Background: an optimization exercise with open tools, aiming at small area, a short achievable clock period and few clock cycles per item. Do not read the settings as production practice.
At most, simulation tests tie the RTL to the original design; equivalence was not proved.
Power is estimated from default activity; no workload was simulated.

==> 09-27 <==
==> flow/design.v (excerpt) <==
module fft
(
input clk,
input nrst,
input data_ok,
input [63:0] serialin,
output wire in_ready,
output wire [31:0] serialout_RE,
output wire [31:0] serialout_IM,
output reg [9:0] out_cnt,
output reg out_avail,
output wire ram00en,ram01en,ram02en,ram03en,ram10en,ram11en,ram12en,ram13en,
output wire ram00we,ram01we,ram02we,ram03we,ram10we,ram11we,ram12we,ram13we,
output wire [7:0]addr00,addr01,addr02,addr03,addr10,addr11,addr12,addr13,
output wire [63:0]ram00_wdata,ram01_wdata,ram02_wdata,ram03_wdata,ram10_wdata,ram11_wdata,ram12_wdata,ram13_wdata,
input [63:0]ram00_rdata,ram01_rdata,ram02_rdata,ram03_rdata,ram10_rdata,ram11_rdata,ram12_rdata,ram13_rdata
);
clock: 12.0 ns
lec_check: 0
cap_margin: 20
core_margin: 2
core_utilization: 40
slew_margin: 20
synth_memory_max_bits: 65536
run.sh (not shown) runs the stock make flow with config.mk's settings and CLKGATE_MAP_FILE= SYNTH_SCRIPT=/design/flow/synth_recipe.tcl, a recipe that flattens the netlist after the stock synthesis.
==> 11-21 (differences from 09-27) <==
--- a/flow/design.v
+++ b/flow/design.v
@@ -3,21 +3,26 @@
 cm_pp pp(.y(y), .tw(tw), .re_s(re_s), .re_c(re_c), .im_s(im_s), .im_c(im_c));
 reg [31:0] rs, rc, is, ic;
 always @(posedge clk) begin rs <= re_s; rc <= re_c; is <= im_s; ic <= im_c; end
 wire [31:0] re = rs + rc;
 wire [31:0] im = is + ic;
 always @(posedge clk) o <= {{8{re[31]}}, re[31:8], {8{im[31]}}, im[31:8]};
 endmodule
-module bfly(input [63:0] y0, o1, o2, o3, output [63:0] z0, z1, z2, z3);
-wire [31:0] yr = y0[63:32], yi = y0[31:0];
-wire [31:0] ar = o1[63:32], ai = o1[31:0], br = o2[63:32], bi = o2[31:0], cr = o3[63:32], ci = o3[31:0];
-assign z0 = {yr + ar + br + cr, yi + ai + bi + ci};
-assign z1 = {yr + ai - br - ci, yi - ar - bi + cr};
-assign z2 = {yr - ar + br - cr, yi - ai + bi - ci};
-assign z3 = {yr - ai - br + ci, yi + ar - bi - cr};
+module bfly(input clk, input [63:0] y0, o1, o2, o3, output [63:0] z0, z1, z2, z3);
+reg [31:0] u0r, u0i, u1r, u1i, v0r, v0i, v1r, v1i;
+always @(posedge clk) begin
+  u0r <= y0[63:32] + o2[63:32]; u0i <= y0[31:0] + o2[31:0];
+  u1r <= y0[63:32] - o2[63:32]; u1i <= y0[31:0] - o2[31:0];
+  v0r <= o1[63:32] + o3[63:32]; v0i <= o1[31:0] + o3[31:0];
+  v1r <= o1[63:32] - o3[63:32]; v1i <= o1[31:0] - o3[31:0];
+end
+assign z0 = {u0r + v0r, u0i + v0i};
+assign z1 = {u1r + v1i, u1i - v1r};
+assign z2 = {u0r - v0r, u0i - v0i};
+assign z3 = {u1r - v1i, u1i + v1r};
 endmodule
 module cm_pp(input [63:0] y, input [29:0] tw, output [31:0] re_s, re_c, im_s, im_c);
 wire [31:0] a = y[63:32], b = y[31:0];
 wire [14:0] dc = tw[29:15], dd = tw[14:0];
 wire [14:0] dnd;
 booth_neg nd(.a(dd), .n(1'b1), .y(dnd));
 wire pp1 = dc[2] ^ (dc[0] & a[0]);
@@ -1844,24 +1849,28 @@
 module booth_neg(input [14:0] a, input n, output [14:0] y);
 genvar i;
 generate for (i=0;i<5;i=i+1) begin : g
   assign y[3*i+1:3*i] = a[3*i+1:3*i];
   assign y[3*i+2] = a[3*i+2] ^ (n & (a[3*i] | a[3*i+1]));
 end endgenerate
 endmodule
-module tw_gen(input [9:0] e, output [29:0] tw);
+module tw_idx(input [9:0] e, output [10:0] q);
 wire [2:0] o = e[9:7];
 wire [7:0] r = o[0] ? (8'd128 - {1'b0,e[6:0]}) : {1'b0,e[6:0]};
-wire [29:0] q;
-tw_oct t(.r(r), .q(q));
+assign q = {o, r};
+endmodule
+module tw_gen(input [10:0] q, output [29:0] tw);
+wire [2:0] o = q[10:8];
+wire [29:0] t;
+tw_oct u(.r(q[7:0]), .q(t));
 wire swap = o[0] ^ o[1];
 wire negc = o[2] ^ o[1];
 wire negd = ~o[2];
-wire [14:0] c0 = swap ? q[14:0] : q[29:15];
-wire [14:0] d0 = swap ? q[29:15] : q[14:0];
+wire [14:0] c0 = swap ? t[14:0] : t[29:15];
+wire [14:0] d0 = swap ? t[29:15] : t[14:0];
 booth_neg nc(.a(c0), .n(negc), .y(tw[29:15]));
 booth_neg nd(.a(d0), .n(negd), .y(tw[14:0]));
 endmodule
 module fft
 (
 input clk,
 input nrst,
@@ -1886,23 +1895,24 @@
 reg        Qi;               
 reg        in_ready_r;
 reg [63:0] in_reg;           
 reg  [1:0] cst;              
 reg  [2:0] cs;
 reg  [7:0] cb;
 reg  [2:0] cgap;
+reg        go;               
 reg        cbub;
 reg        Qc;
 reg  [1:0] ost;              
 reg  [9:0] ocnt;
 reg  [2:0] ogap;
-reg p1v, p2v, p3v, p4v, p5v;
-reg [2:0] p1s, p2s, p3s, p4s, p5s;
-reg [7:0] p1b, p2b, p3b, p4b, p5b;
-reg p1q, p2q, p3q, p4q, p5q;
+reg p1v, p2v, p3v, p4v, p5v, p6v;
+reg [2:0] p1s, p2s, p3s, p4s, p5s, p6s;
+reg [7:0] p1b, p2b, p3b, p4b, p5b, p6b;
+reg p1q, p2q, p3q, p4q, p5q, p6q;
 reg o1v, o2v;
 reg [9:0] o1k, o2k;
 reg [7:0] men, mwe;
 reg [7:0] maddr [0:7];
 reg [3:0] rsel, rsel_d;      
 reg [63:0] X0, X1, X2, X3;
 reg [63:0] Y0, Y1, Y2, Y3;
@@ -1944,49 +1954,50 @@
 wire [7:0] s0rd_addr = in_ready_r ? in_inc[7:0] : in_cnt[7:0];
 reg  [1:0] cst_n; reg [2:0] cs_n; reg [7:0] cb_n; reg [2:0] cgap_n; reg Qc_n, issc, s4last;
 always @(*) begin
   cst_n = cst; cs_n = cs; cb_n = cb; cgap_n = cgap; Qc_n = Qc; issc = 1'b0; s4last = 1'b0;
   case (cst)
     C_PEND: if (cgap != 3'd0) cgap_n = cgap - 3'd1;
             else if (ost == O_IDLE) begin cst_n = C_RUN; cs_n = 3'd1; cb_n = 8'd0; end
-    C_RUN:  if (cgap != 3'd0) cgap_n = cgap - 3'd1;
+    C_RUN:  if (!go) begin if (cgap != 3'd0) cgap_n = cgap - 3'd1; end
             else begin
               issc = 1'b1; cb_n = cb + 8'd1;
               if (cb[5:0] == 6'd63) cgap_n = 3'd2;           
               if (cb == 8'd255) begin
                 if (cs == 3'd4) begin cst_n = C_IDLE; s4last = 1'b1; end
-                else begin cs_n = cs + 3'd1; cgap_n = 3'd5; end
+                else begin cs_n = cs + 3'd1; cgap_n = 3'd6; end
               end
             end
     default: ;
   endcase
 end
 wire [1:0] cst_nn = handover ? C_PEND : cst_n;
-wire [2:0] cgap_nn = handover ? 3'd3 : cgap_n;
+wire [2:0] cgap_nn = handover ? 3'd4 : cgap_n;
 wire       Qc_nn = handover ? Qi : Qc_n;
+wire       go_n = (cst_n == C_RUN) && (cgap_n == 3'd0);    
 reg [1:0] ost_n; reg [9:0] ocnt_n; reg [2:0] ogap_n; reg oiss;
 always @(*) begin
   ost_n = ost; ocnt_n = ocnt; ogap_n = ogap; oiss = 1'b0;
   case (ost)
     O_PEND: if (ogap != 3'd0) ogap_n = ogap - 3'd1; else begin ost_n = O_RUN; ocnt_n = 10'd256; end
     O_RUN:  begin oiss = 1'b1; ocnt_n = ocnt + 10'd1; if (ocnt == 10'd1023) ost_n = O_IDLE; end
     default: ;
   endcase
-  if (s4last) begin ost_n = O_PEND; ogap_n = 3'd4; end
+  if (s4last) begin ost_n = O_PEND; ogap_n = 3'd5; end
 end
 wire       p1v_n = issc | (take ? s0_t : s0_nt);
 wire [2:0] iss_s = issc ? cs : 3'd0;
 wire [7:0] iss_b = issc ? cb : in_cnt_n[7:0];
 wire       iss_q = issc ? Qc : Qi;
 wire [1:0] iss_r = issc ? cb[7:6] : 2'd0;
 wire [1:0] p2r   = (p2s == 3'd0) ? 2'd0 : p2b[7:6];
 wire [1:0] p4r   = (p4s == 3'd0) ? 2'd0 : p4b[7:6];
 reg [1:0] w5;
-always @(*) case (p5s)
-  3'd0: w5 = p5b[7:6]; 3'd1: w5 = p5b[5:4]; 3'd2: w5 = p5b[3:2]; 3'd3: w5 = p5b[1:0]; default: w5 = 2'd0;
+always @(*) case (p6s)
+  3'd0: w5 = p6b[7:6]; 3'd1: w5 = p6b[5:4]; 3'd2: w5 = p6b[3:2]; 3'd3: w5 = p6b[1:0]; default: w5 = 2'd0;
 endcase
 function [7:0] waddr(input [2:0] s, input [7:0] b, input [1:0] j);
   case (s)
     3'd0: waddr = {j, b[5:0]};
     3'd1: waddr = {j, b[7:6], b[3:0]};
     3'd2: waddr = {j, b[7:4], b[1:0]};
     3'd3: waddr = {j, b[7:2]};
@@ -1996,124 +2007,132 @@
 reg [7:0] men_n, mwe_n;
 reg [7:0] maddr_n [0:7];
 reg [3:0] rsel_n;
 integer k, p;
 always @(*) begin
   men_n = 8'd0; mwe_n = 8'd0; rsel_n = rsel;
   for (k = 0; k < 8; k = k + 1) maddr_n[k] = 8'd0;
+  if (in_cnt[9:8] != 2'd3) maddr_n[{in_cnt[9:8] == 2'd0 ? ~Qi : 1'b0, in_cnt[9:8]}] = in_cnt[7:0];
+  else begin maddr_n[1] = s0rd_addr; maddr_n[2] = s0rd_addr; end
   if (issc) for (k = 1; k < 4; k = k + 1) begin
     p = (k + iss_r) & 3;
     men_n[{rside(iss_s, iss_q, p[1:0]), p[1:0]}] = 1'b1;
     maddr_n[{rside(iss_s, iss_q, p[1:0]), p[1:0]}] = iss_b;
     rsel_n[p] = rside(iss_s, iss_q, p[1:0]);
   end
   if (s0rd_en) begin
-    men_n[1] = 1'b1; maddr_n[1] = s0rd_addr; rsel_n[1] = 1'b0;
-    men_n[2] = 1'b1; maddr_n[2] = s0rd_addr; rsel_n[2] = 1'b0;
+    men_n[1] = 1'b1; rsel_n[1] = 1'b0;
+    men_n[2] = 1'b1; rsel_n[2] = 1'b0;
   end
   if (p2v) begin
     men_n[{rside(p2s, p2q, p2r), p2r}] = 1'b1;
     maddr_n[{rside(p2s, p2q, p2r), p2r}] = p2b;
     rsel_n[p2r] = rside(p2s, p2q, p2r);
   end
-  if (p5v) for (k = 0; k < 4; k = k + 1) if (p5s != 3'd4 || k != 0) begin
-    men_n[{~rside(p5s, p5q, k[1:0]), k[1:0]}] = 1'b1;
-    mwe_n[{~rside(p5s, p5q, k[1:0]), k[1:0]}] = 1'b1;
-    maddr_n[{~rside(p5s, p5q, k[1:0]), k[1:0]}] = waddr(p5s, p5b, k[1:0] - w5);
+  if (p6v) for (k = 0; k < 4; k = k + 1) if (p6s != 3'd4 || k != 0) begin
+    men_n[{~rside(p6s, p6q, k[1:0]), k[1:0]}] = 1'b1;
+    mwe_n[{~rside(p6s, p6q, k[1:0]), k[1:0]}] = 1'b1;
+    maddr_n[{~rside(p6s, p6q, k[1:0]), k[1:0]}] = waddr(p6s, p6b, k[1:0] - w5);
   end
   if (take && in_cnt[9:8] != 2'd3) begin
     men_n[{in_cnt[9:8] == 2'd0 ? ~Qi : 1'b0, in_cnt[9:8]}] = 1'b1;
     mwe_n[{in_cnt[9:8] == 2'd0 ? ~Qi : 1'b0, in_cnt[9:8]}] = 1'b1;
-    maddr_n[{in_cnt[9:8] == 2'd0 ? ~Qi : 1'b0, in_cnt[9:8]}] = in_cnt[7:0];
   end
   if (oiss) begin
     men_n[{ocnt[9:8] == 2'd3 ? Qc : 1'b1, ocnt[9:8]}] = 1'b1;
     maddr_n[{ocnt[9:8] == 2'd3 ? Qc : 1'b1, ocnt[9:8]}] = ocnt[7:0];
     rsel_n[ocnt[9:8]] = (ocnt[9:8] == 2'd3) ? Qc : 1'b1;
   end
 end
 always @(posedge clk or negedge nrst) begin
   if (!nrst) begin
     in_act <= 1'b0; in_cnt <= 10'd0; Qi <= 1'b1; in_ready_r <= 1'b0;
-    cst <= C_IDLE; cs <= 3'd0; cb <= 8'd0; cgap <= 3'd0; Qc <= 1'b0;
+    cst <= C_IDLE; cs <= 3'd0; cb <= 8'd0; cgap <= 3'd0; Qc <= 1'b0; go <= 1'b0;
     ost <= O_IDLE; ocnt <= 10'd0; ogap <= 3'd0;
-    p1v <= 1'b0; p2v <= 1'b0; p3v <= 1'b0; p4v <= 1'b0; p5v <= 1'b0;
+    p1v <= 1'b0; p2v <= 1'b0; p3v <= 1'b0; p4v <= 1'b0; p5v <= 1'b0; p6v <= 1'b0;
     o1v <= 1'b0; o2v <= 1'b0;
     men <= 8'd0; mwe <= 8'd0;
     out_avail <= 1'b0;
   end else begin
     in_act <= in_act_n; in_cnt <= in_cnt_n; Qi <= Qi_n; in_ready_r <= in_ready_n;
-    cst <= cst_nn; cs <= cs_n; cb <= cb_n; cgap <= cgap_nn; Qc <= Qc_nn;
+    cst <= cst_nn; cs <= cs_n; cb <= cb_n; cgap <= cgap_nn; Qc <= Qc_nn; go <= go_n;
     ost <= ost_n; ocnt <= ocnt_n; ogap <= ogap_n;
     p1v <= p1v_n;
     p2v <= p1v && (p1s != 3'd0 || take);
-    p3v <= p2v; p4v <= p3v; p5v <= p4v;
+    p3v <= p2v; p4v <= p3v; p5v <= p4v; p6v <= p5v;
     o1v <= oiss; o2v <= o1v;
     men <= men_n; mwe <= mwe_n;
-    out_avail <= (p5v && p5s == 3'd4) || o2v;
+    out_avail <= (p6v && p6s == 3'd4) || o2v;
   end
 end
 integer m;
 always @(posedge clk) begin
   in_reg <= serialin;
   p1s <= iss_s; p1b <= iss_b; p1q <= iss_q;
   p2s <= p1s; p2b <= p1b; p2q <= p1q;
   p3s <= p2s; p3b <= p2b; p3q <= p2q;
   p4s <= p3s; p4b <= p3b; p4q <= p3q;
   p5s <= p4s; p5b <= p4b; p5q <= p4q;
+  p6s <= p5s; p6b <= p5b; p6q <= p5q;
   o1k <= ocnt; o2k <= o1k;
   for (m = 0; m < 8; m = m + 1) maddr[m] <= maddr_n[m];
   rsel <= rsel_n; rsel_d <= rsel;
 end
 wire [63:0] rdp0 = rsel_d[0] ? ram10_rdata : ram00_rdata;
 wire [63:0] rdp1 = rsel_d[1] ? ram11_rdata : ram01_rdata;
 wire [63:0] rdp2 = rsel_d[2] ? ram12_rdata : ram02_rdata;
 wire [63:0] rdp3 = rsel_d[3] ? ram13_rdata : ram03_rdata;
 function [63:0] pick(input [1:0] i, input [63:0] a0, a1, a2, a3);
   case (i) 2'd0: pick = a0; 2'd1: pick = a1; 2'd2: pick = a2; default: pick = a3; endcase
 endfunction
-reg [7:0] idx2;
-always @(*) case (p2s)
-  3'd1: idx2 = {p2b[7:6], 6'd0};
-  3'd2: idx2 = {p2b[7:4], 4'd0};
-  3'd3: idx2 = {p2b[7:2], 2'd0};
-  3'd4: idx2 = p2b;
-  default: idx2 = 8'd0;
+reg [7:0] idx1;
+always @(*) case (p1s)
+  3'd1: idx1 = {p1b[7:6], 6'd0};
+  3'd2: idx1 = {p1b[7:4], 4'd0};
+  3'd3: idx1 = {p1b[7:2], 2'd0};
+  3'd4: idx1 = p1b;
+  default: idx1 = 8'd0;
 endcase
-wire [9:0] e1 = {2'd0, idx2}, e2 = {1'b0, idx2, 1'b0}, e3 = e1 + e2;
+wire [9:0] x1 = {2'd0, idx1}, x2 = {1'b0, idx1, 1'b0}, x3 = x1 + x2;
+wire [10:0] tq1, tq2, tq3;
+tw_idx i1(.e(x1), .q(tq1));
+tw_idx i2(.e(x2), .q(tq2));
+tw_idx i3(.e(x3), .q(tq3));
+reg [10:0] e1, e2, e3;
+always @(posedge clk) begin e1 <= tq1; e2 <= tq2; e3 <= tq3; end
 wire [29:0] tw1, tw2, tw3;
-tw_gen g1(.e(e1), .tw(tw1));
-tw_gen g2(.e(e2), .tw(tw2));
-tw_gen g3(.e(e3), .tw(tw3));
+tw_gen g1(.q(e1), .tw(tw1));
+tw_gen g2(.q(e2), .tw(tw2));
+tw_gen g3(.q(e3), .tw(tw3));
 always @(posedge clk) begin
   Y1 <= pick(p2r + 2'd1, rdp0, rdp1, rdp2, rdp3);
   Y2 <= pick(p2r + 2'd2, rdp0, rdp1, rdp2, rdp3);
   Y3 <= (p2s == 3'd0) ? in_reg : pick(p2r + 2'd3, rdp0, rdp1, rdp2, rdp3);
   Y0 <= pick(p4r, rdp0, rdp1, rdp2, rdp3);
   TW1 <= tw1; TW2 <= tw2; TW3 <= tw3;
 end
 cmul c1(.clk(clk), .y(Y1), .tw(TW1), .o(O1));
 cmul c2(.clk(clk), .y(Y2), .tw(TW2), .o(O2));
 cmul c3(.clk(clk), .y(Y3), .tw(TW3), .o(O3));
 wire [63:0] Z0, Z1, Z2, Z3;
-bfly bf(.y0(Y0), .o1(O1), .o2(O2), .o3(O3), .z0(Z0), .z1(Z1), .z2(Z2), .z3(Z3));
+bfly bf(.clk(clk), .y0(Y0), .o1(O1), .o2(O2), .o3(O3), .z0(Z0), .z1(Z1), .z2(Z2), .z3(Z3));
 wire tk0 = take && in_cnt[9:8] == 2'd0;
 wire tk1 = take && in_cnt[9:8] == 2'd1;
 wire tk2 = take && in_cnt[9:8] == 2'd2;
 always @(posedge clk) begin
   X0 <= tk0 ? serialin : pick(2'd0 - w5, Z0, Z1, Z2, Z3);
   X1 <= tk1 ? serialin : pick(2'd1 - w5, Z0, Z1, Z2, Z3);
   X2 <= tk2 ? serialin : pick(2'd2 - w5, Z0, Z1, Z2, Z3);
   X3 <= pick(2'd3 - w5, Z0, Z1, Z2, Z3);
   if (o2v) begin
     serialout <= pick(o2k[9:8], rdp0, rdp1, rdp2, rdp3);
     out_cnt <= o2k + 10'd1;
   end else begin
     serialout <= Z0;
-    out_cnt <= {2'd0, p5b} + 10'd1;
+    out_cnt <= {2'd0, p6b} + 10'd1;
   end
 end
 assign {ram13en,ram12en,ram11en,ram10en,ram03en,ram02en,ram01en,ram00en} = men;
 assign {ram13we,ram12we,ram11we,ram10we,ram03we,ram02we,ram01we,ram00we} = mwe;
 assign addr00 = maddr[0]; assign addr01 = maddr[1]; assign addr02 = maddr[2]; assign addr03 = maddr[3];
 assign addr10 = maddr[4]; assign addr11 = maddr[5]; assign addr12 = maddr[6]; assign addr13 = maddr[7];
 assign ram00_wdata = X0; assign ram10_wdata = X0;
==> flow/flow/run.sh (new file) <==
#!/bin/bash
set -euo pipefail
MARGIN=${FLOW_SETUP_MARGIN:-8.0}
bash standard.sh SETUP_SLACK_MARGIN=$MARGIN finish > make_finish.log 2>&1
==> flow/standard.sh (new file) <==
#!/bin/bash
# synth_recipe.tcl (not shown) runs the flow's synth.tcl, then flattens the netlist and writes it again
# the make line also repeats each setting of config.mk as NAME=value (left out here)
make -C /OpenROAD-flow-scripts/flow DESIGN_CONFIG=/design/flow/config.mk WORK_HOME=/design/flow/orfs CLKGATE_MAP_FILE= SYNTH_SCRIPT=/design/flow/synth_recipe.tcl "${@:-finish}"
Settings changed: CAP_MARGIN 20 to 35, SLEW_MARGIN 20 to 35.
removed: flow/run.sh
==> run notes <==
Against 11-21, the sequential power of 09-27 is smaller by 19%.
Against 09-27, the register-to-register slack of 11-21 is higher by 2.8 ns.
Of 11-21 and 09-27, 09-27 has the higher worst hold slack (gap 0.0017 ns).
Between 11-21 and 09-27, the lower die area is in 09-27 (gap about 4.5%, measured against 09-27).
09-27 ran to the end with violations: max-capacitance violations, max-slew violations. 11-21 passed the timing, DRC and antenna checks.
In 09-27 the clock power is lower than in 11-21, by about 19%.
Of 09-27 and 11-21, 09-27 has the higher critical path depth (gap 19).
In 09-27 the sequential share of layout area is lower than in 11-21, by 2.0 points.
Of 09-27 and 11-21, 11-21 has the higher cell count (gap 8.1%, measured against 11-21).
Design area: 11-21 is larger than 09-27 (about 9%).
Between 11-21 and 09-27, the lower synthesized area is in 09-27 (gap 4.5%, measured against 09-27).
Testbench counts of 09-27, summed over its fixed seeds: cycles 67,152, items 32.
The RTL of 11-21 was laid out without a check of its function.

==> what the ideal ports hide <==
In the flow no input, the clock included, has a driving cell. The finished layouts below were timed again as built, in two steps. Step 1, drivers: a clkbuf_16 drives clk and a buf_2 each remaining input, both assumed. Step 2 moves the port delays by t, midway between the first and last clock arrival at a register: inputs arrive t later, outputs are due t later. That takes back most of the time a late clock gives input paths. Three values: no drivers, after step 1, after step 2; two values: the first two.
| run | t, ns | slack for setup (ns) | worst setup path at the end | worst register clock-pin slew, ns | cell pins on the clock port's net |
|---|---|---|---|---|---|
| 09-27 | 1.056 | 5.009 / 5.009 / 5.009 | register to register | 0.08 / 0.08 | 1 |
| 11-21 | 1.130 | 7.826 / 7.700 / 6.885 | input to register | 0.07 / 0.07 | 1 |
The setup slack of 11-21, which loses most, moves by -0.126 ns with the drivers and by -0.941 ns with both steps.
